From an optimization exercise on the open Yosys and OpenROAD flow, aimed at small area; shortcuts taken in it are not production practice. Only simulation tests tie the RTL to the original design; equivalence was not proved. No activity file was given, so power comes from the tool's default toggle rates.

==> flow/design.v <==
module DifficultySelector(
    input [3:0] ScoreThousands,
    input [3:0] ScoreHundreds,
    input [3:0] ScoreTens,
    input [7:0] Switches,
    output [2:0] Level,         
    output [7:0] Leds
    );
    reg [2:0] lvl;
    always @(*)
    begin
        if (Switches[7] || ScoreThousands != 0 || ScoreHundreds != 0 || ScoreTens >= 7) lvl = 3'd7;
        else if (Switches[6] || ScoreTens >= 6) lvl = 3'd6;
        else if (Switches[5] || ScoreTens >= 5) lvl = 3'd5;
        else if (Switches[4] || ScoreTens >= 4) lvl = 3'd4;
        else if (Switches[3] || ScoreTens >= 3) lvl = 3'd3;
        else if (Switches[2] || ScoreTens >= 2) lvl = 3'd2;
        else if (Switches[1] || ScoreTens >= 1) lvl = 3'd1;
        else lvl = 3'd0;
    end
    assign Level = lvl;
    assign Leds = 8'd1 << lvl;
endmodule
module Game(
    input Clock,
    input Reset,
    input Tick,
    input [3:0] Buttons,        
    input [4:0] PX,             
    input [5:0] RX,             
    input [4:0] PY,
    input [5:0] RY,
    input [2:0] Level,          
    output [3:0] ScoreThousands,
    output [3:0] ScoreHundreds,
    output [3:0] ScoreTens,
    output [3:0] ScoreOnes,
    output reg [2:0] R,
    output reg [2:0] G,
    output reg [1:0] B
    );
    localparam RIGHT = 2'd0, DOWN = 2'd1, LEFT = 2'd2, UP = 2'd3;
    function [4:0] incdec5(input [4:0] x, input en, input ng);
        reg c; integer j;
        begin
            c = en;
            for (j = 0; j < 5; j = j + 1) begin
                incdec5[j] = x[j] ^ c;
                c = c & (x[j] ^ ng);
            end
        end
    endfunction
    function [3:0] incdec4(input [3:0] x, input en, input ng);
        reg c; integer j;
        begin
            c = en;
            for (j = 0; j < 4; j = j + 1) begin
                incdec4[j] = x[j] ^ c;
                c = c & (x[j] ^ ng);
            end
        end
    endfunction
    function [5:0] inc6(input [5:0] a);
        reg c; integer j;
        begin
            c = 1'b1;
            for (j = 0; j < 6; j = j + 1) begin
                inc6[j] = a[j] ^ c;
                c = c & a[j];
            end
        end
    endfunction
    function [3:0] inc4(input [3:0] a);
        reg c; integer j;
        begin
            c = 1'b1;
            for (j = 0; j < 4; j = j + 1) begin
                inc4[j] = a[j] ^ c;
                c = c & a[j];
            end
        end
    endfunction
    function [3:0] incbcd(input [3:0] d);
        begin
            incbcd[0] = !d[0];
            incbcd[1] = (d[1] ^ d[0]) && !d[3];
            incbcd[2] = d[2] ^ (d[1] && d[0]);
            incbcd[3] = (d[3] && !d[0]) || (d[2] && d[1] && d[0]);
        end
    endfunction
    reg [4:0] gx;
    reg [3:0] gy;
    reg [5:0] s;
    reg [1:0] dir;
    reg [1:0] ndir;
    reg [19:0] td;
    reg [3:0] n;
    reg addp;
    reg over;
    reg [3:0] fy;           
    reg so;                 
    reg [3:0] sten, shun, stho;
    wire [3:0] hitk;        
    function [2:0] food_a(input [3:0] y);
        reg [15:0] oh;
        begin
            oh = 16'd1 << y;
            food_a[0] = |(oh & 16'b0011000110001100);
            food_a[1] = |(oh & 16'b0010010100101001);
            food_a[2] = |(oh & 16'b0000100001000010);
        end
    endfunction
    function [3:0] food_next(input [3:0] y);
        reg [15:0] oh;
        begin
            oh = 16'd1 << y;
            food_next[0] = |(oh & 16'b0010101010100101);
            food_next[1] = |(oh & 16'b0100110011001001);
            food_next[2] = |(oh & 16'b0000111100001110);
            food_next[3] = |(oh & 16'b0111000000001111);
        end
    endfunction
    reg [4:0] bgx, ngx;
    reg [3:0] bgy, ngy;
    reg [5:0] bs, ns;
    reg [1:0] bdir, nd;
    reg [1:0] bndir, nnd;
    reg [19:0] ntd;
    reg [3:0] bn, nn;
    reg badd, nadd;
    reg bover, nover;
    reg [3:0] bfy, nfy;
    reg bso, nso;
    reg [3:0] bten, nten, bhun, nhun, btho, ntho;
    reg grid, wall, coll, hit;
    integer m;
    always @(*)
    begin
        if (Reset) begin
            bgx = 5'd1; bgy = 4'd1; bs = 6'd0; bdir = RIGHT; bndir = RIGHT;
            bn = 4'd0; badd = 1'b0; bover = 1'b0; bfy = 4'd7;
            bso = 1'b0; bten = 4'd0; bhun = 4'd0; btho = 4'd0;
        end else begin
            bgx = gx; bgy = gy; bs = s; bdir = dir; bndir = ndir;
            bn = n; badd = addp; bover = over; bfy = fy;
            bso = so; bten = sten; bhun = shun; btho = stho;
        end
        ngx = bgx; ngy = bgy; ns = bs; nd = bdir; nnd = bndir; ntd = td;
        nn = bn; nadd = badd; nover = bover; nfy = bfy;
        nso = bso; nten = bten; nhun = bhun; ntho = btho;
        grid = 1'b0; wall = 1'b0; coll = 1'b0; hit = 1'b0;
        if (Tick && !bover) begin
            grid = (bs == 6'd39);
            wall = (bdir == RIGHT && bgx == 5'd19) || (bdir == LEFT && bgx == 5'd0) ||
                   (bdir == DOWN && bgy == 4'd14) || (bdir == UP && bgy == 4'd0);
            ns = grid ? 6'd0 : inc6(bs);
            if (grid) begin
                ngx = incdec5(bgx, !bdir[0], bdir[1]);
                ngy = incdec4(bgy, bdir[0], bdir[1]);
                ntd = {td[17:0], bdir};
                nd = bndir;
                if (badd) begin
                    nadd = 1'b0;
                    nn = inc4(bn);
                end
                coll = (nn > 4'd3 && hitk[0]) || (nn > 4'd5 && hitk[1]) ||
                       (nn > 4'd7 && hitk[2]) || (nn > 4'd9 && hitk[3]);
                hit = (ngx == {food_a(bfy), 2'b11}) && (ngy == bfy);
            end
            nover = wall || coll;
            if (hit) begin
                if (nn != 4'd10)
                    nadd = 1'b1;
                nso = !bso;
                if (bso) begin
                    nten = incbcd(bten);
                    if (bten == 4'd9) begin
                        nhun = incbcd(bhun);
                        if (bhun == 4'd9)
                            ntho = incbcd(btho);
                    end
                end
                nfy = food_next(bfy);
            end
            if (Buttons[3]) begin
                if (nd[0]) nnd = RIGHT;
            end else if (Buttons[1]) begin
                if (nd[0]) nnd = LEFT;
            end else if (Buttons[0]) begin
                if (!nd[0]) nnd = UP;
            end else if (Buttons[2]) begin
                if (!nd[0]) nnd = DOWN;
            end
        end
    end
    always @(posedge Clock)
    begin
        gx <= ngx; gy <= ngy; s <= ns; dir <= nd; ndir <= nnd; td <= ntd;
        n <= nn; addp <= nadd; over <= nover; fy <= nfy;
        so <= nso; sten <= nten; shun <= nhun; stho <= ntho;
    end
    assign ScoreThousands = stho;
    assign ScoreHundreds = shun;
    assign ScoreTens = sten;
    assign ScoreOnes = {1'b0, so, 1'b0, so};
    function [4:0] sub5(input [4:0] a, input [4:0] b);
        reg c; integer j;
        begin
            c = 1'b1;
            for (j = 0; j < 5; j = j + 1) begin
                sub5[j] = a[j] ^ !b[j] ^ c;
                c = (a[j] && !b[j]) || (a[j] && c) || (!b[j] && c);
            end
        end
    endfunction
    function [3:0] sub4(input [3:0] a, input [3:0] b);
        reg c; integer j;
        begin
            c = 1'b1;
            for (j = 0; j < 4; j = j + 1) begin
                sub4[j] = a[j] ^ !b[j] ^ c;
                c = (a[j] && !b[j]) || (a[j] && c) || (!b[j] && c);
            end
        end
    endfunction
    function ge6(input [5:0] a, input [5:0] b);
        reg c; integer j;
        begin
            c = 1'b1;
            for (j = 0; j < 6; j = j + 1)
                c = (a[j] && !b[j]) || (a[j] && c) || (!b[j] && c);
            ge6 = c;
        end
    endfunction
    function [6:0] add6(input [5:0] a, input [5:0] b);
        reg c; integer j;
        begin
            c = 1'b0;
            for (j = 0; j < 6; j = j + 1) begin
                add6[j] = a[j] ^ b[j] ^ c;
                c = (a[j] && b[j]) || (a[j] && c) || (b[j] && c);
            end
            add6[6] = c;
        end
    endfunction
    wire [4:0] rkx [0:9];
    wire [3:0] rky [0:9];
    assign rkx[0] = sub5(PX, gx);
    assign rky[0] = sub4(PY[3:0], gy);
    genvar i;
    generate
        for (i = 0; i < 9; i = i + 1) begin : chain
            assign rkx[i+1] = incdec5(rkx[i], !td[2*i], td[2*i+1]);
            assign rky[i+1] = incdec4(rky[i], td[2*i], td[2*i+1]);
        end
    endgenerate
    wire [4:0] tx = incdec5(rkx[0], !dir[0], !dir[1]);
    wire [3:0] ty = incdec4(rky[0], dir[0], !dir[1]);
    generate
        for (i = 0; i < 4; i = i + 1) begin : hits
            assign hitk[i] = (rkx[2*i+3] == tx) && (rky[2*i+3] == ty);
        end
    endgenerate
    wire snz = (s != 6'd0);
    wire [6:0] rxs = add6(RX, s);
    wire [6:0] rys = add6(RY, s);
    wire geUx = rxs[6] || (rxs[5] && (rxs[4] || rxs[3]));    
    wire eqUx = (rxs == 7'd40);
    wire geUy = rys[6] || (rys[5] && (rys[4] || rys[3]));
    wire eqUy = (rys == 7'd40);
    wire leUx = !geUx || eqUx, leUy = !geUy || eqUy;
    wire geSx = ge6(RX, s), leSx = ge6(s, RX);
    wire geSy = ge6(RY, s), leSy = ge6(s, RY);
    wire zx = (RX == 6'd0), zy = (RY == 6'd0);
    wire zxs = zx && !snz, zys = zy && !snz;
    function sq(input [1:0] t, input [7:0] e,
                input geSx, input leSx, input geUx, input leUx, input zx, input zxs,
                input geSy, input leSy, input geUy, input leUy, input zy, input zys);
        reg cx, cy;
        begin
            if (t == RIGHT) begin
                cx = (e[0] && geSx) || (e[1] && leSx);
                cy = e[5] || (e[6] && zy);
            end else if (t == LEFT) begin
                cx = (e[1] && geUx) || (e[2] && leUx) || (e[3] && zxs);
                cy = e[5] || (e[6] && zy);
            end else if (t == DOWN) begin
                cy = (e[4] && geSy) || (e[5] && leSy);
                cx = e[1] || (e[2] && zx);
            end else begin
                cy = (e[5] && geUy) || (e[6] && leUy) || (e[7] && zys);
                cx = e[1] || (e[2] && zx);
            end
            sq = cx && cy;
        end
    endfunction
    function [3:0] win(input [4:0] v);    
        begin
            win[0] = (v == 5'd0);
            win[1] = (v == 5'd1);
            win[2] = (v == 5'd2);
            win[3] = (v == 5'd3);
        end
    endfunction
    function [3:0] win4(input [3:0] v);
        begin
            win4[0] = (v == 4'd0);
            win4[1] = (v == 4'd1);
            win4[2] = (v == 4'd2);
            win4[3] = (v == 4'd3);
        end
    endfunction
    wire [9:0] body;
    generate
        for (i = 0; i < 10; i = i + 1) begin : pieces
            wire [7:0] e = {win4(rky[i]), win(rkx[i])};
            assign body[i] = (n > i) && sq(td[2*i +: 2], e, geSx, leSx, geUx, leUx, zx, zxs,
                                             geSy, leSy, geUy, leUy, zy, zys);
        end
    endgenerate
    wire head = sq(dir, {win4(ty), win(tx)}, geSx, leSx, geUx, leUx, zx, zxs,
                   geSy, leSy, geUy, leUy, zy, zys);
    wire food = (PX == {food_a(fy) + 3'd1, 2'b00}) && (PY == {1'b0, inc4(fy)});
    always @(*)
    begin
        if (head || body != 10'd0) begin
            R = 3'b111; G = 3'b111; B = 2'b11;
        end else if (zx || zy) begin
            R = 3'b111; G = 3'b000; B = 2'b00;
        end else if (food) begin
            R = 3'b111; G = 3'b000; B = 2'b11;
        end else begin
            R = {Level == 3'd7 || Level == 3'd4,
                 Level == 3'd6 || Level == 3'd5 || Level == 3'd2,
                 Level == 3'd6 || Level == 3'd4 || Level == 3'd2};
            G = {Level == 3'd0,
                 Level == 3'd7 || Level == 3'd6 || Level == 3'd5 || Level == 3'd0,
                 Level == 3'd7 || Level == 3'd6 || Level == 3'd4 || Level == 3'd3 || Level == 3'd2 || Level == 3'd1};
            B = {Level == 3'd5 || Level == 3'd1 || Level == 3'd0,
                 Level != 3'd1};
        end
    end
endmodule
module SevenSegmentDisplay(
    input Clock,
    input Reset,
    input Enable,
    input [3:0] Thousands,
    input [3:0] Hundreds,
    input [3:0] Tens,
    input [3:0] Ones,
    output [3:0] Anodes,
    output [7:0] Cathodes
    );
    reg started;
    reg [1:0] idx;      
    reg [3:0] val;      
    wire [1:0] nidx = started ? idx + 2'd1 : 2'd0;
    always @(posedge Clock)
    begin
        if (Reset)
            started <= 1'b0;
        else if (Enable)
            started <= 1'b1;
        if (!Reset && Enable) begin
            idx <= nidx;
            case (nidx)
                2'd0: val <= Ones;
                2'd1: val <= Tens;
                2'd2: val <= Hundreds;
                default: val <= Thousands;
            endcase
        end
    end
    wire [3:0] d = val;
    wire [6:0] seg;
    assign seg[0] = (!d[3] && !d[2] && !d[1] && d[0]) || (d[2] && !d[1] && !d[0]);
    assign seg[1] = d[2] && (d[1] ^ d[0]);
    assign seg[2] = !d[2] && d[1] && !d[0];
    assign seg[3] = (!d[3] && !d[2] && !d[1] && d[0]) || (d[2] && !d[1] && !d[0]) || (d[2] && d[1] && d[0]);
    assign seg[4] = d[0] || (d[2] && !d[1]);
    assign seg[5] = (!d[3] && !d[2] && d[0]) || (!d[2] && d[1]) || (d[1] && d[0]);
    assign seg[6] = (!d[3] && !d[2] && !d[1]) || (d[2] && d[1] && d[0]);
    assign Anodes = started ? ~(4'd1 << idx) : 4'b0000;
    assign Cathodes = {1'b1, started ? seg : 7'b1111111};
endmodule
module vga_800x600(input wire Clock,
                   input wire Reset,
                   output wire hsync,
                   output wire vsync,
                   output wire vidon,
                   output wire [4:0] hc,
                   output wire [5:0] ho,
                   output wire [4:0] vc,
                   output wire [5:0] vo);
function [5:0] inc6(input [5:0] a);
    reg c; integer j;
    begin
        c = 1'b1;
        for (j = 0; j < 6; j = j + 1) begin
            inc6[j] = a[j] ^ c;
            c = c & a[j];
        end
    end
endfunction
function [4:0] inc5(input [4:0] a);
    reg c; integer j;
    begin
        c = 1'b1;
        for (j = 0; j < 5; j = j + 1) begin
            inc5[j] = a[j] ^ c;
            c = c & a[j];
        end
    end
endfunction
reg [4:0] hc_r;
reg [5:0] ho_r;
reg [4:0] vc_r;
reg [5:0] vo_r;
reg Rd;      
reg W;       
reg [4:0] hcn;
reg [5:0] hon;
reg [4:0] vcn;
reg [5:0] von;
wire hend = (hc_r == 5'd22) && (ho_r == 6'd15);    
wire vend = (vc_r == 5'd16) && (vo_r == 6'd22);    
wire hoend = (ho_r == 6'd39);
wire voend = (vo_r == 6'd39);
always @(*)
begin
    if (Rd || hend) begin
        hcn = 5'd28; hon = 6'd16;                   
    end else if (hoend) begin
        hcn = inc5(hc_r); hon = 6'd0;
    end else begin
        hcn = hc_r; hon = inc6(ho_r);
    end
    if (Rd || (W && vend)) begin
        vcn = 5'd31; von = 6'd37;                   
    end else if (W && voend) begin
        vcn = inc5(vc_r); von = 6'd0;
    end else if (W) begin
        vcn = vc_r; von = inc6(vo_r);
    end else begin
        vcn = vc_r; von = vo_r;
    end
end
always @(posedge Clock)
begin
    Rd <= Reset;
    W <= !Rd && hend;
    hc_r <= hcn;
    ho_r <= hon;
    vc_r <= vcn;
    vo_r <= von;
end
assign hsync = (hcn[4:2] == 3'b111 && hcn[1:0] != 2'b11) || (hcn == 5'd31 && !hon[5] && !hon[4]);
assign vsync = (vcn == 5'd31) || (vcn == 5'd0 && von[5:2] == 4'd0 && von[1:0] != 2'b11);
assign vidon = (hc_r != 5'd0) && (hc_r[4:2] == 3'b000 || hc_r[4:2] == 3'b001 || hc_r[4:2] == 3'b010 || hc_r[4:2] == 3'b011 || hc_r == 5'd16 || hc_r == 5'd17 || hc_r == 5'd18 || hc_r == 5'd19 || hc_r == 5'd20) &&
               !(hc_r == 5'd1 && ho_r == 6'd0) &&
               (vc_r != 5'd0) && !vc_r[4] &&
               !(vc_r == 5'd1 && vo_r == 6'd0);
assign hc = hc_r;
assign ho = ho_r;
assign vc = vc_r;
assign vo = vo_r;
endmodule
module snake_vga(input clk,
                 input rst,
                 input [3:0] buttons,
                 input [7:0] switches,
                 input game_tick,
                 input scan_tick,
                 output hsync,
                 output vsync,
                 output [2:0] red,
                 output [2:0] green,
                 output [1:0] blue,
                 output [7:0] leds,
                 output [3:0] anodes,
                 output [7:0] cathodes);
    wire hsync_out;
    wire vsync_out;
    wire vidon;
    wire [4:0] hc, vc;
    wire [5:0] ho, vo;
    wire [3:0] ScoreThousands;
    wire [3:0] ScoreHundreds;
    wire [3:0] ScoreTens;
    wire [3:0] ScoreOnes;
    wire [2:0] Level;
    wire [2:0] R;
    wire [2:0] G;
    wire [1:0] B;
    assign hsync = ~hsync_out;
    assign vsync = ~vsync_out;
    DifficultySelector diffSel(.ScoreThousands(ScoreThousands), .ScoreHundreds(ScoreHundreds),
                               .ScoreTens(ScoreTens), .Switches(switches), .Level(Level), .Leds(leds));
    Game game(.Clock(clk), .Reset(rst), .Tick(game_tick), .Buttons(buttons),
              .PX(hc), .RX(ho), .PY(vc), .RY(vo), .Level(Level),
              .ScoreThousands(ScoreThousands), .ScoreHundreds(ScoreHundreds),
              .ScoreTens(ScoreTens), .ScoreOnes(ScoreOnes), .R(R), .G(G), .B(B));
    SevenSegmentDisplay scoreDisplay(.Clock(clk), .Reset(rst), .Enable(scan_tick),
                                     .Thousands(ScoreThousands), .Hundreds(ScoreHundreds),
                                     .Tens(ScoreTens), .Ones(ScoreOnes),
                                     .Anodes(anodes), .Cathodes(cathodes));
    vga_800x600 display(.Clock(clk), .Reset(rst), .hsync(hsync_out), .vsync(vsync_out), .vidon(vidon),
                        .hc(hc), .ho(ho), .vc(vc), .vo(vo));
    assign red   = vidon ? R : 3'b000;
    assign green = vidon ? G : 3'b000;
    assign blue  = vidon ? B : 2'b00;
endmodule
==> flow/flow/run.sh <==
#!/bin/bash
# Layout: the standard flow, with an area-oriented synthesis.
# The synthesis is the standard flow's own script (synth_recipe.tcl, hence ORFS's synth.tcl)
# with two changes made by area_synth_pre.tcl: adders are not mapped to
# full/half-adder cells first, and ABC maps with an area script (area.abc:
# a deep AIG resynthesis, then area-oriented mapping).
# The registers come out the same as in the standard synthesis.
set -euo pipefail
here=$(pwd)
export OWN_ABC_ARGS="-script $here/flow/area.abc"
cat flow/area_synth_pre.tcl synth_recipe.tcl > own_synth.tcl
BUFFER_PORTS_ARGS="-buffer_cell sky130_fd_sc_hd__buf_1" bash standard.sh SYNTH_SCRIPT="$here/own_synth.tcl" finish > flow_make.log 2>&1
==> flow/flow/area.abc <==
strash
ifraig
scorr
dc2
strash
&get -n
&deepsyn -T 60
&put
dch -f
amap
==> flow/flow/area_synth_pre.tcl <==
# Area-oriented variant of the standard synthesis: the same passes, except
# that adders are left to ABC and ABC maps for area.
set ::env(ADDER_MAP_FILE) ""
proc abc {args} {
  set keep {}
  set skip 0
  foreach a $args {
    if { $skip } { set skip 0; continue }
    if { $a eq "-script" || $a eq "-D" || $a eq "-constr" } { set skip 1; continue }
    lappend keep $a
  }
  yosys abc {*}$keep {*}$::env(OWN_ABC_ARGS)
}
==> flow/standard.sh <==
#!/bin/bash
# synth_recipe.tcl (not shown) runs the flow's synth.tcl, then flattens the netlist and writes it again
# the make line also repeats each setting of config.mk as NAME=value (left out here)
make -C /OpenROAD-flow-scripts/flow DESIGN_CONFIG=/design/flow/config.mk WORK_HOME=/design/flow/orfs CLKGATE_MAP_FILE= SYNTH_SCRIPT=/design/flow/synth_recipe.tcl "${@:-finish}"
==> flow/config.mk <==
export PLATFORM = sky130hd
export DESIGN_NAME = snake_vga
export DESIGN_NICKNAME = snake_vga
export VERILOG_FILES = /design/flow/design.v
export SDC_FILE = /design/flow/constraint.sdc
export NUM_CORES = 4
export LEC_CHECK = 0
export CAP_MARGIN = 0
export CORE_MARGIN = 2
export CORE_UTILIZATION = 60
export CTS_BUF_LIST = sky130_fd_sc_hd__clkbuf_8
export CTS_CLUSTER_DIAMETER = 60
export CTS_CLUSTER_SIZE = 24
export SLEW_MARGIN = 0
==> flow/constraint.sdc <==
create_clock -name core_clock -period 20.0 [get_ports {clk}]
set_input_delay 4.0000 -clock core_clock [delete_from_list [all_inputs] [get_ports {clk}]]
set_output_delay 4.0000 -clock core_clock [all_outputs]
set_load 0.01 [all_outputs]
==> impl_metrics.ini, run 1 <==
[clocking]
cts.sinks = 93
cts_hold_buffers = 0
clock_latency_ps = 380
cts_inserted_buffers = 9
clockBufferDepth = 2
cts_setup_buffers = 0
cts_tree = yes
cts_root_buf = clkbuf_8
post_cts_resized = 0
htree_num_levels = 3
cts.clk_slew.worst_paths_ps = 120

[synthesis]
syn_inst = 1311
ys.warnings.count = 4
synthTopCellsByCount = nor2_1 (292), clkinv_1 (214), o21ai_0 (135)
yosys-top-cells-area = dfxtp_1 (16%), nor2_1 (13%), clkinv_1 (9.8%)
synth_top_cell_by_area = dfxtp_1
ys_async_sr_fraction_pct = 0
synth_area_per_cell_um2 = 6.263
synth-main-ff-cell = dfxtp_1
synth_area_mm2 = 0.008210
synth_edf_count = 26
synth_top_area_share_pct = 16.34
ys_seq_elements = 93
ys_seq_area_share_pct = 25.85
synth_cell_types = 49
yosysMostFrequentCell = nor2_1
syn-num-nets = 1327

[final_layout]
design_area_mm2 = 0.008889
nFillCells = 1251
fin_nets = 1395
drive_gt1_share_pct = 2.312
area_growth_pct = 8.260
final_util_pct = 66.85
diodes = 0
fin_cells = 1560

[worst_hold_path]
min_path_type = reg -> reg
hp-start = display.Rd
min_to = display.ho_r[3]
hold_depth = 1

[critical_path]
crit_top_cell = nor2_1
critPathCaptureType = output port
cp.required_ps = 16000
critical_path_class = reg -> out
worstSetupStartpointType = register
critical_path.reg2reg.startpoint = display.vc_r[0]
reg2reg_to = game.over
rrSetupSlack_ps = 9930
critical-path-max-stage-delay_ps = 760
r2r_cells = 36
crit_fanout = 9
cpMaxStageDelayCell = a2111oi_0
arrival_ps = 11320

[global_route]
grt_first_pass_wirelength_um = 44580
grt_max_degree = 25
antenna_found_initial = 0
grt_overflow_total = 0
grt_use_total_pct = 38.09
grt_pass1_vias = 8847

[power]
p_leak_nw = 2.810
finalPower_mw = 0.3596
vdd_ir_drop_max_uv = 39.87
powerDensity_mw_per_mm2 = 40.45

[sta]
period_share_pct = 76.61
fmax_mhz = 65.26
hold_viol = 0
worst_pin_slew_ps = 1199
setup_viol = 0
slew_headroom_pct = 19.56
fin_tns_setup_ps = 0
finalCriticalPeriod_ps = 15320
fin_skew_ps = 13.47
rsz0062_at_grt = false
drv_slew = 0

[drt]
drtPass1Iterations = 6
remaining_drc_errors = 0
vias = 10250
ant_nets = 0
routed_via_density = 6.569
totalWireLength_um = 28250
wl_per_cell_um = 18.11
drt_iter0_drc = 1100

[die]
dieArea_mm2 = 0.01464
dieWidth_um = 121.0
die_h_um = 121.0
ios = 46
core_mm2 = 0.01330
rows = 42
initial_core_util_pct = 61.75

[place]
hpwl_um = 21370
place_area_mm2 = 0.008700
port_buffers = 43
gp_congestion = 1.030
placed_cells = 1544

[job]
max_cap_violations = 0

[run_status]
status = no timing/DRC/antenna violations
==> critical path: cells and delay by family (launching register included) <==
family	cells	cell delay, ps
flip-flops	1	480
AND/OR/NAND/NOR	13	2190
buffers and inverters	9	2330
AO/OA/AOI/OAI	16	5920
==> how the worst max path moves through the flow <==
stage	endpoint	depth (start not counted)	start	slack, ps
after floorplan	red[0]	39	game.gx[0]	8090
after global placement	red[0]	38	display.vc_r[0]	5680
after detailed placement	red[0]	38	display.vc_r[0]	5680
after CTS	red[0]	38	display.vc_r[0]	5180
after global routing	red[1]	38	display.vc_r[0]	3490
final	red[0]	38	display.vc_r[0]	4680
==> power by group <==
group / internal (mW) / leakage (nW) / total, mW / switching, mW
sequential: 0.195 / 0.781 / 0.197 / 0.00285
clock: 0.0482 / 0.0978 / 0.131 / 0.0826
combinational: 0.0103 / 1.93 / 0.0313 / 0.0210
total: 0.253 / 2.81 / 0.360 / 0.106
==> per-layer routing <==
metal	part of all wire [%]	wire (um)	track usage [%]
met1	40	11350	48.72
met2	44	12560	61.76
met3	10	2914	6.814
met4	5.0	1425	18.68
met5	0	0	0
==> cell families (layout without fill, tap and decap cells) <==
kind of cell | after synthesis | after routing | synth area share [%]
XOR/XNOR | 1 | 1 | 0.1067
other | 1 | 1 | 0.04567
flip-flops | 93 | 93 | 25.85
buffers and inverters | 215 | 288 | 9.875
AND/OR/NAND/NOR | 528 | 528 | 26.87
AO/OA/AOI/OAI | 473 | 473 | 37.26
==> registers in the layout (all words and copies together) (netlist names), 5 cells and up <==
register      flops
game.s            6
game.td          20
display.vo_r      6
display.hc_r      5
display.ho_r      6
game.gx           5
display.vc_r      5
==> final cells by class <==
cell class / instances / area [um2] / area share, %
Clock inverter: 7 / 65.06 / 0.7320
Sequential cell: 93 / 2122 / 23.87
Clock buffer: 9 / 123.9 / 1.394
Inverter: 214 / 803.3 / 9.037
Timing Repair Buffer: 58 / 274.0 / 3.083
Tap cell: 176 / 220.2 / 2.477
Multi-Input combinational cell: 1003 / 5280 / 59.40
==> cells in the final DEF, fill, tap and decap left out, types with 18 or more instances in the layout <==
cell        n
a21oi_1    83
nor2_1    291
nor3_1     62
o21ai_0   134
clkinv_1  214
buf_1      43
a31oi_1    18
edfxtp_1   26
nand2_1   115
dfxtp_1    67
o22ai_1    72
o221ai_1   27
==> metrics by stage <==
| step | hold WS [ps] | setup slack, ps |
|---|---|---|
| 2_1_floorplan | 427.1 | 8091 |
| 3_3_place_gp | 460.4 | 5679 |
| 3_5_place_dp | 474.5 | 5683 |
| 4_1_cts | 491.5 | 5181 |
| 5_1_grt | 530.1 | 3492 |
| 6_report | 489.0 | 4678 |
==> run 2, diff against run 1 <==
==> flow/flow/area.abc (replaced) <==
strash
ifraig
scorr
dc2
strash
&get -n
&deepsyn -T 240
&put
dch -f
amap
--- a/flow/config.mk
+++ b/flow/config.mk
@@ -11,4 +11,2 @@
 export CTS_BUF_LIST = sky130_fd_sc_hd__clkbuf_8
-export CTS_CLUSTER_DIAMETER = 60
-export CTS_CLUSTER_SIZE = 24
 export SLEW_MARGIN = 0
==> impl_metrics.ini, run 2 <==
[critical_path]
cp.required_ps = 16000
crit_top_cell = clkinv_1
worst-path-buf-inv = 12
critPathTopFamily = compound AO/OA/AOI/OAI gates
arrival_ps = 10680
critPathCaptureType = output port
critical_path_class = reg -> out
cpMaxStageDelayCell = o21ai_0
crit_fanout = 8
critical-path-max-stage-delay_ps = 600
worstSetupStartpointType = register

[die]
die_h_um = 119.4
initial_core_util_pct = 60.82
dieWidth_um = 119.4
ios = 46
rows = 42
core_mm2 = 0.01314
dieArea_mm2 = 0.01426

[power]
p_leak_nw = 2.742
powerDensity_mw_per_mm2 = 40.84
vdd_ir_drop_max_uv = 42.13

[clocking]
cts_root_buf = clkbuf_8
cts_hold_buffers = 0
post_cts_resized = 0
cts_setup_buffers = 0
cts.clk_slew.worst_paths_ps = 100
clock_latency_ps = 400
htree_num_levels = 3
cts_tree = yes
clockBufferDepth = 2
cts.sinks = 93
cts_inserted_buffers = 9

[drt]
vias = 9662
routed_via_density = 6.416
drt_iter0_drc = 1284
totalWireLength_um = 25990
drtPass1Iterations = 7
remaining_drc_errors = 0
ant_nets = 0
wl_per_cell_um = 17.26

[synthesis]
synth_cell_types = 53
yosys-top-cells-area = dfxtp_1 (17%), nor2_1 (13%), clkinv_1 (9.8%)
synth_area_per_cell_um2 = 6.341
synthTopCellsByCount = nor2_1 (278), clkinv_1 (208), o21ai_0 (120)
synth_area_mm2 = 0.007990
syn_inst = 1260
synth-main-ff-cell = dfxtp_1
ys_async_sr_fraction_pct = 0
ys_seq_area_share_pct = 26.56
ys.warnings.count = 4
synth_top_area_share_pct = 16.79
yosysMostFrequentCell = nor2_1
synth_top_cell_by_area = dfxtp_1
synth_edf_count = 26
syn-num-nets = 1276
ys_seq_elements = 93

[global_route]
grt_max_degree = 30
grt_pass1_vias = 8372
grt_first_pass_wirelength_um = 41620
grt_overflow_total = 0
grt_use_total_pct = 36.37
antenna_found_initial = 0

[sta]
drv_slew = 0
fmax_mhz = 68.10
period_share_pct = 73.42
fin_tns_setup_ps = 0
hold_viol = 0
finalCriticalPeriod_ps = 14680
slew_headroom_pct = 28.95
worst_pin_slew_ps = 1062
finalWorstSetupSlack_ps = 5315
fin_skew_ps = 17.42
setup_viol = 0
rsz0062_at_grt = false

[final_layout]
mostFrequentLayoutCell = nor2_1
layout_common_cells = nor2_1 (277), clkinv_1 (208), o21ai_0 (120), a21oi_1 (99), nand2_1 (83)
area_growth_pct = 8.127
drive_gt1_share_pct = 2.105
fin_nets = 1341
design_area_mm2 = 0.008640
largest_register_ffs = 20
largest_register = game.td
diodes = 0

[worst_hold_path]
min_path_type = reg -> reg

[place]
port_buffers = 43
hpwl_um = 19730
dp_slack_ps = 6143
gp_congestion = 0.9911
place_area_mm2 = 0.008457

[job]
max_cap_violations = 0

[run_status]
status = no timing/DRC/antenna violations
## run 2: where the power goes
part | leakage (nW) | switching, mW | internal [mW]
combinational | 1.86 | 0.0191 | 0.00888
sequential | 0.781 | 0.00311 | 0.195
clock | 0.0999 | 0.0794 | 0.0473
total | 2.74 | 0.102 | 0.251
## run 2: cell families after synthesis
| group | count (synthesis) | synth area share (%) |
|---|---|---|
| buffers and inverters | 209 | 9.865 |
| AND/OR/NAND/NOR | 489 | 25.98 |
| XOR/XNOR | 2 | 0.2193 |
| flip-flops | 93 | 26.56 |
| other | 1 | 0.04693 |
| AO/OA/AOI/OAI | 466 | 37.33 |
## run 2: final cells by class
cell class | instances | area [um2]
clock buffers | 9 | 123.9
flip-flops and latches | 93 | 2122
well taps | 176 | 220.2
repair buffers | 55 | 251.5
multi-input cells | 958 | 5082
fillers | 1243 | 4498
clock inverters | 7 | 58.81
inverters | 208 | 780.7
## run 2: metal layers
metal  global-route usage [%]  vias up  part of all wire, %
li1                         -     4761                    -
met1                    49.91     4327                   44
met2                    56.61      496                   43
met3                    6.657       78                  9.6
met4                    14.56        0                  3.7
met5                        0        -                    0
## run 2: metrics by stage
stage / power (mW) / cells / hold slack, ps / utilization [%]
floorplan: 0.2191 / 1260 / 432.8 / -
global placement: 0.2292 / 1490 / 450.1 / 64.37
detailed placement: 0.2295 / 1490 / 460.9 / 64.37
CTS: 0.3524 / 1506 / 481.5 / 65.76
global route: 0.3624 / 1506 / 484.5 / 65.76
finish: 0.3529 / 1506 / 491.4 / 65.76
## run 2: worst paths after layout
kind	startpoint	to	slack, ps	cells past startpoint
setup reg to reg	game.gy[0]	game.over	10580	36
hold reg to reg	game.sten[3]	game.sten[1]	490	1
setup / recovery	game.gy[0]	red[0]	5320	42
hold / removal	game.sten[3]	game.sten[1]	490	1
==> run 3, diff against run 2 <==
--- a/flow/flow/run.sh
+++ b/flow/flow/run.sh
@@ -7,2 +7,3 @@
 # The registers come out the same as in the standard synthesis.
+# Every port still gets a buffer, with the smallest buffer cell (buf_1).
 set -euo pipefail
==> flow/flow/area.abc (replaced) <==
strash
ifraig
scorr
dc2
strash
&get -n
&deepsyn -T 600
&put
dch -f
amap
==> impl_metrics.ini, run 3 <==
[run_status]
status = no timing/DRC/antenna violations

[power]
vdd_ir_drop_max_uv = 32.59
powerDensity_mw_per_mm2 = 44.15
p_leak_nw = 2.812

[global_route]
antenna_found_initial = 0
grt_pass1_vias = 8278
grt_use_total_pct = 36.88
grt_max_degree = 29
grt_overflow_total = 0
grt_first_pass_wirelength_um = 41820

[clocking]
post_cts_resized = 0
cts_inserted_buffers = 9
cts_root_buf = clkbuf_8
cts_setup_buffers = 0
cts.sinks = 93
htree_num_levels = 3
cts_hold_buffers = 0
cts.clk_slew.worst_paths_ps = 110
cts_tree = yes
clock_latency_ps = 400
clockBufferDepth = 2

[synthesis]
synth_fa_ha_area_share_pct = 0
ys_seq_area_share_pct = 26.51
synth_top_area_share_pct = 16.76
ys.warnings.count = 4
synth_xor_area_share_pct = 0.2188
muxShareOfSynthArea_pct = 0
synthTopCellsByCount = nor2_1 (276), clkinv_1 (191), o21ai_0 (110)
synth_top_family_by_area = compound AO/OA/AOI/OAI gates
synth-main-ff-cell = dfxtp_1
synth_cell_types = 53
yosys-top-cells-area = dfxtp_1 (17%), nor2_1 (13%), edfxtp_1 (9.8%)
synth_top_cell_by_area = dfxtp_1
ys_seq_elements = 93
synth-compound-area-share_pct = 37.03
synth_edf_count = 26
yosysMostFrequentCell = nor2_1
syn_inst = 1259
syn-num-nets = 1275
synth_area_mm2 = 0.008005
ys_async_sr_fraction_pct = 0
post_synth_and_or_nand_nor_area_fraction_pct = 27.15
synth_area_per_cell_um2 = 6.358

[critical_path]
crit_top_cell = clkinv_1
critical-path-max-stage-delay_ps = 540
arrival_ps = 10480
critical_path_class = reg -> out
cpMaxStageDelayCell = o22ai_1
critPathCaptureType = output port
crit_fanout = 10
worstSetupStartpointType = register
cp.required_ps = 16000

[final_layout]
largest_register = game.td
diodes = 0
largest_register_ffs = 20
area_growth_pct = 8.878
drive_gt1_share_pct = 2.182
fin_nets = 1340
layout_common_cells = nor2_1 (275), clkinv_1 (191), o21ai_0 (110), a21oi_1 (104), nand2_1 (102)
mostFrequentLayoutCell = nor2_1

[place]
port_buffers = 43
hpwl_um = 20120
gp_congestion = 1.048

[sta]
fin_tns_setup_ps = 0
fmax_mhz = 69.06
setup_viol = 0
hold_ws_ps = 495.7
hold_viol = 0
drv_slew = 0
finalCriticalPeriod_ps = 14480
fin_skew_ps = 9.438
slew_headroom_pct = 16.74
period_share_pct = 72.41
worst_pin_slew_ps = 1249
rsz0062_at_grt = false

[drt]
vias = 9755
drt_iter0_drc = 1293
ant_nets = 0
routed_via_density = 6.482
totalWireLength_um = 26820
wl_per_cell_um = 17.82
remaining_drc_errors = 0
drtPass1Iterations = 7

[die]
initial_core_util_pct = 60.93
dieArea_mm2 = 0.01428
ios = 46
die_h_um = 119.5
dieWidth_um = 119.5
rows = 42
core_mm2 = 0.01314

[job]
max_cap_violations = 0

[worst_hold_path]
min_path_type = reg -> reg
[run 3: changes by cell type after synthesis, moves of 6 or more]
| cell | previous run | this run |
|---|---|---|
| nand2_1 | 83 | 102 |
| o21ai_0 | 120 | 110 |
| a32oi_1 | 10 | 4 |
| or4_1 | 4 | 10 |
| clkinv_1 | 208 | 191 |
[run 3: logic make-up after synthesis]
logic type / count (synthesis)
compound gates: 461
xor+xnor: 2
buf+inv: 192
flops: 93
other cells: 1
simple gates: 510
[run 3: layout make-up]
type / instances / area, um2
inverter: 191 / 716.9
fill: 1267 / 4422
timing repair buffer: 55 / 251.5
sequential: 93 / 2122
clock buffer: 9 / 123.9
clock inverter: 7 / 120.1
multi-input combinational: 974 / 5161
tap: 176 / 220.2
[run 3: worst paths after layout]
kind                   startpoint           end  slack, ps  depth (start not counted)
setup / recovery  display.vc_r[0]        red[0]       5520                         37
hold / removal       game.stho[2]  game.stho[3]        500                          2
setup reg to reg  display.vc_r[0]     game.over      10410                         34
hold reg to reg      game.stho[2]  game.stho[3]        500                          2
[run 3: through the flow]
stage               power (mW)  setup slack [ps]  cell area [um2]  util (%)  std cells
floorplan               0.2196              8483             8005         -       1259
finish                  0.3848              5519             8716     66.34       1505
global placement        0.2300              6543             8472     64.49       1489
CTS                     0.3837              5913             8716     66.34       1505
detailed placement      0.2303              6406             8472     64.49       1489
global route            0.3946              4759             8716     66.34       1505
[run 3: report_power, final]
group / leakage [nW] / switching [mW] / total (mW) / internal (mW)
clock network: 0.123 / 0.0835 / 0.158 / 0.0741
registers: 0.781 / 0.00295 / 0.198 / 0.195
logic: 1.91 / 0.0203 / 0.0295 / 0.00913
total: 2.81 / 0.107 / 0.385 / 0.278
[run 3: layer usage]
metal  global-route usage (%)  wire length [um]  up-vias
met4                    13.09               847        0
met1                    52.84             11700     4325
met5                        0                 0        -
li1                         -                 -     4796
met2                    53.68             11120      542
met3                    9.411              3157       92
[run 3: critical path, delay by kind of cell (launching register included)]
| family | cells | cell delay [ps] |
|---|---|---|
| AO/OA/AOI/OAI | 15 | 4780 |
| flip-flops | 1 | 450 |
| AND/OR/NAND/NOR | 13 | 2330 |
| buffers and inverters | 9 | 2520 |
==> run 4, diff against run 3 <==
==> flow/flow/area.abc (replaced) <==
strash
ifraig
scorr
dc2
strash
&get -n
&deepsyn -T 240
&put
dch -f
amap
--- a/flow/config.mk
+++ b/flow/config.mk
@@ -9,3 +9,3 @@
 export CORE_MARGIN = 2
-export CORE_UTILIZATION = 60
+export CORE_UTILIZATION = 70
 export CTS_BUF_LIST = sky130_fd_sc_hd__clkbuf_8
==> impl_metrics.ini, run 4 <==
[clocking]
cts_root_buf = clkbuf_8
cts.sinks = 93
post_cts_resized = 0
cts_hold_buffers = 0
cts_inserted_buffers = 9
cts.clk_slew.worst_paths_ps = 100
cts_setup_buffers = 0
cts_tree = yes
htree_num_levels = 3
clock_latency_ps = 400
clockBufferDepth = 2

[final_layout]
drive_gt1_share_pct = 1.809
area_growth_pct = 7.219
mostFrequentLayoutCell = nor2_1
design_area_mm2 = 0.008567
largest_register = game.td
fin_nets = 1338
diodes = 0
nFillCells = 939
layout_common_cells = nor2_1 (277), clkinv_1 (209), o21ai_0 (120), a21oi_1 (99), nand2_1 (83)
largest_register_ffs = 20

[die]
initial_core_util_pct = 70.88
dieArea_mm2 = 0.01229
core_mm2 = 0.01127
dieWidth_um = 110.8
die_h_um = 110.8
rows = 39
ios = 46

[synthesis]
ys.warnings.count = 4
yosysMostFrequentCell = nor2_1
syn_inst = 1260
synth_top_area_share_pct = 16.79
synth-main-ff-cell = dfxtp_1
synth_cell_types = 53
yosys-top-cells-area = dfxtp_1 (17%), nor2_1 (13%), clkinv_1 (9.8%)
syn-num-nets = 1276
ys_async_sr_fraction_pct = 0
ys_seq_elements = 93
synth_top_cell_by_area = dfxtp_1
synthTopCellsByCount = nor2_1 (278), clkinv_1 (208), o21ai_0 (120)
ys_seq_area_share_pct = 26.56
synth_edf_count = 26
synth_area_per_cell_um2 = 6.341
synth_area_mm2 = 0.007990

[drt]
wl_per_cell_um = 17.74
ant_nets = 0
routed_via_density = 6.744
remaining_drc_errors = 0
drt_iter0_drc = 1207
vias = 9913
totalWireLength_um = 26070
drtPass1Iterations = 6

[critical_path]
cpMaxStageDelayCell = o21ai_0
worstSetupStartpointType = register
crit_top_cell = clkinv_1
critical_path_class = reg -> out
critical-path-max-stage-delay_ps = 600
arrival_ps = 10760
crit_fanout = 8
critPathCaptureType = output port
cp.required_ps = 16000

[global_route]
top_usage_layer = met2
grt_overflow_total = 0
use_met3_pct = 10.88
grt_first_pass_wirelength_um = 42630
met2_usage_pct = 64.54
grt_pass1_vias = 8827
grt_max_degree = 30
grt_use_total_pct = 41.97
antenna_found_initial = 0
met1_usage_pct = 54.87

[run_status]
status = no timing/DRC/antenna violations

[sta]
hold_viol = 0
fin_skew_ps = 17.53
drv_slew = 0
rsz0062_at_grt = false
finalCriticalPeriod_ps = 14760
period_share_pct = 73.79
fin_tns_setup_ps = 0
slew_headroom_pct = 28.95
setup_viol = 0
fmax_mhz = 67.76
worst_pin_slew_ps = 1062

[power]
finalPower_mw = 0.3484
powerDensity_mw_per_mm2 = 40.67
p_leak_nw = 2.720
vdd_ir_drop_max_uv = 50.47

[place]
gp_congestion = 1.015
port_buffers = 43
place_area_mm2 = 0.008393
hpwl_um = 19730

[job]
max_cap_violations = 0

[worst_hold_path]
min_path_type = reg -> reg
run 4: cell count changes after synthesis, sizes merged, moves of 6 or more:
cell	before	now
or4	10	4
a32oi	4	10
nand2	102	83
o21ai	110	120
clkinv	191	208
run 4: worst paths after layout:
kind / from / endpoint / slack [ps] / depth (start not counted)
worst max-delay path: game.gy[0] / red[1] / 5240 / 41
worst min register to register: game.sten[3] / game.sten[1] / 490 / 1
worst min-delay path: game.sten[3] / game.sten[1] / 490 / 1
worst max register to register: game.gy[0] / game.over / 10560 / 36
run 4: layout make-up:
class | count | area (um2) | share of cell area [%]
clock buffers | 9 | 123.9 | 1.446
multi-input cells | 958 | 5082 | 59.33
flip-flops and latches | 93 | 2122 | 24.77
inverters | 208 | 780.7 | 9.113
well taps | 143 | 178.9 | 2.089
clock inverters | 7 | 50.05 | 0.5842
repair buffers | 52 | 229.0 | 2.673
run 4: critical path: cells and delay by family (launching register included):
family                 cells  cell delay, ps
DFF                        1             360
AOI/OAI and AO/OA         19            6000
and+or+nand+nor           10            1420
buffers and inverters     12            2570
run 4: layer usage:
layer | share of wire (%) | wire length, um
met1 | 39 | 10280
met4 | 5.0 | 1299
met5 | 0 | 0
met2 | 43 | 11240
met3 | 12 | 3259
run 4: where the power goes:
group	switching [mW]	internal, mW	leakage [nW]
combinational	0.0199	0.00888	1.84
sequential	0.00322	0.195	0.781
clock	0.0754	0.0460	0.0943
total	0.0985	0.250	2.72
run 4: stage by stage:
step / hold slack, ps / std cells / worst slack, ps / utilization (%)
after global routing: 501.4 / 1470 / 3986 / 76.00
after detailed placement: 469.3 / 1454 / 6230 / 74.46
final: 491.7 / 1470 / 5243 / 76.00
after CTS: 489.4 / 1470 / 5674 / 76.00
after floorplan: 432.8 / 1260 / 8144 / -
after global placement: 443.9 / 1454 / 6362 / 74.46
run 4: cells by family after synthesis:
logic type	Yosys count	synth area share (%)
other	1	0.04693
DFF	93	26.56
xor gates and xnor gates	2	0.2193
AOI/OAI and AO/OA	466	37.33
buffers and inverters	209	9.865
and+or+nand+nor	489	25.98

port drivers added, routing unchanged:
No port has a modelled driver above. Below, the same layouts with a new extraction and two added sets of constraints.
Step 1 assumes that a clkbuf_16 drives the clock port and a buf_2 every other input.
Step 2 also shifts input and output timing later by t, the mid clock arrival at the registers, as if the neighbouring blocks saw the same clock.
a / b / c = no drivers / after step 1 / after step 2; a / b = the first two.
run	shift t [ns]	setup WS [ns]	latest minus earliest clock arrival (ns)	worst data-port slew with drivers (ns)	cell pins on the clock port's net
run 1	0.416	4.678 / 4.639 / 5.055	0.016 / 0.016	0.04	1
run 2	0.430	5.315 / 5.273 / 5.703	0.018 / 0.017	0.03	1
run 3	0.432	5.519 / 5.479 / 5.911	0.010 / 0.010	0.03	1
run 4	0.426	5.243 / 5.205 / 5.631	0.020 / 0.019	0.03	1
After both steps setup and hold are still met in every run listed.
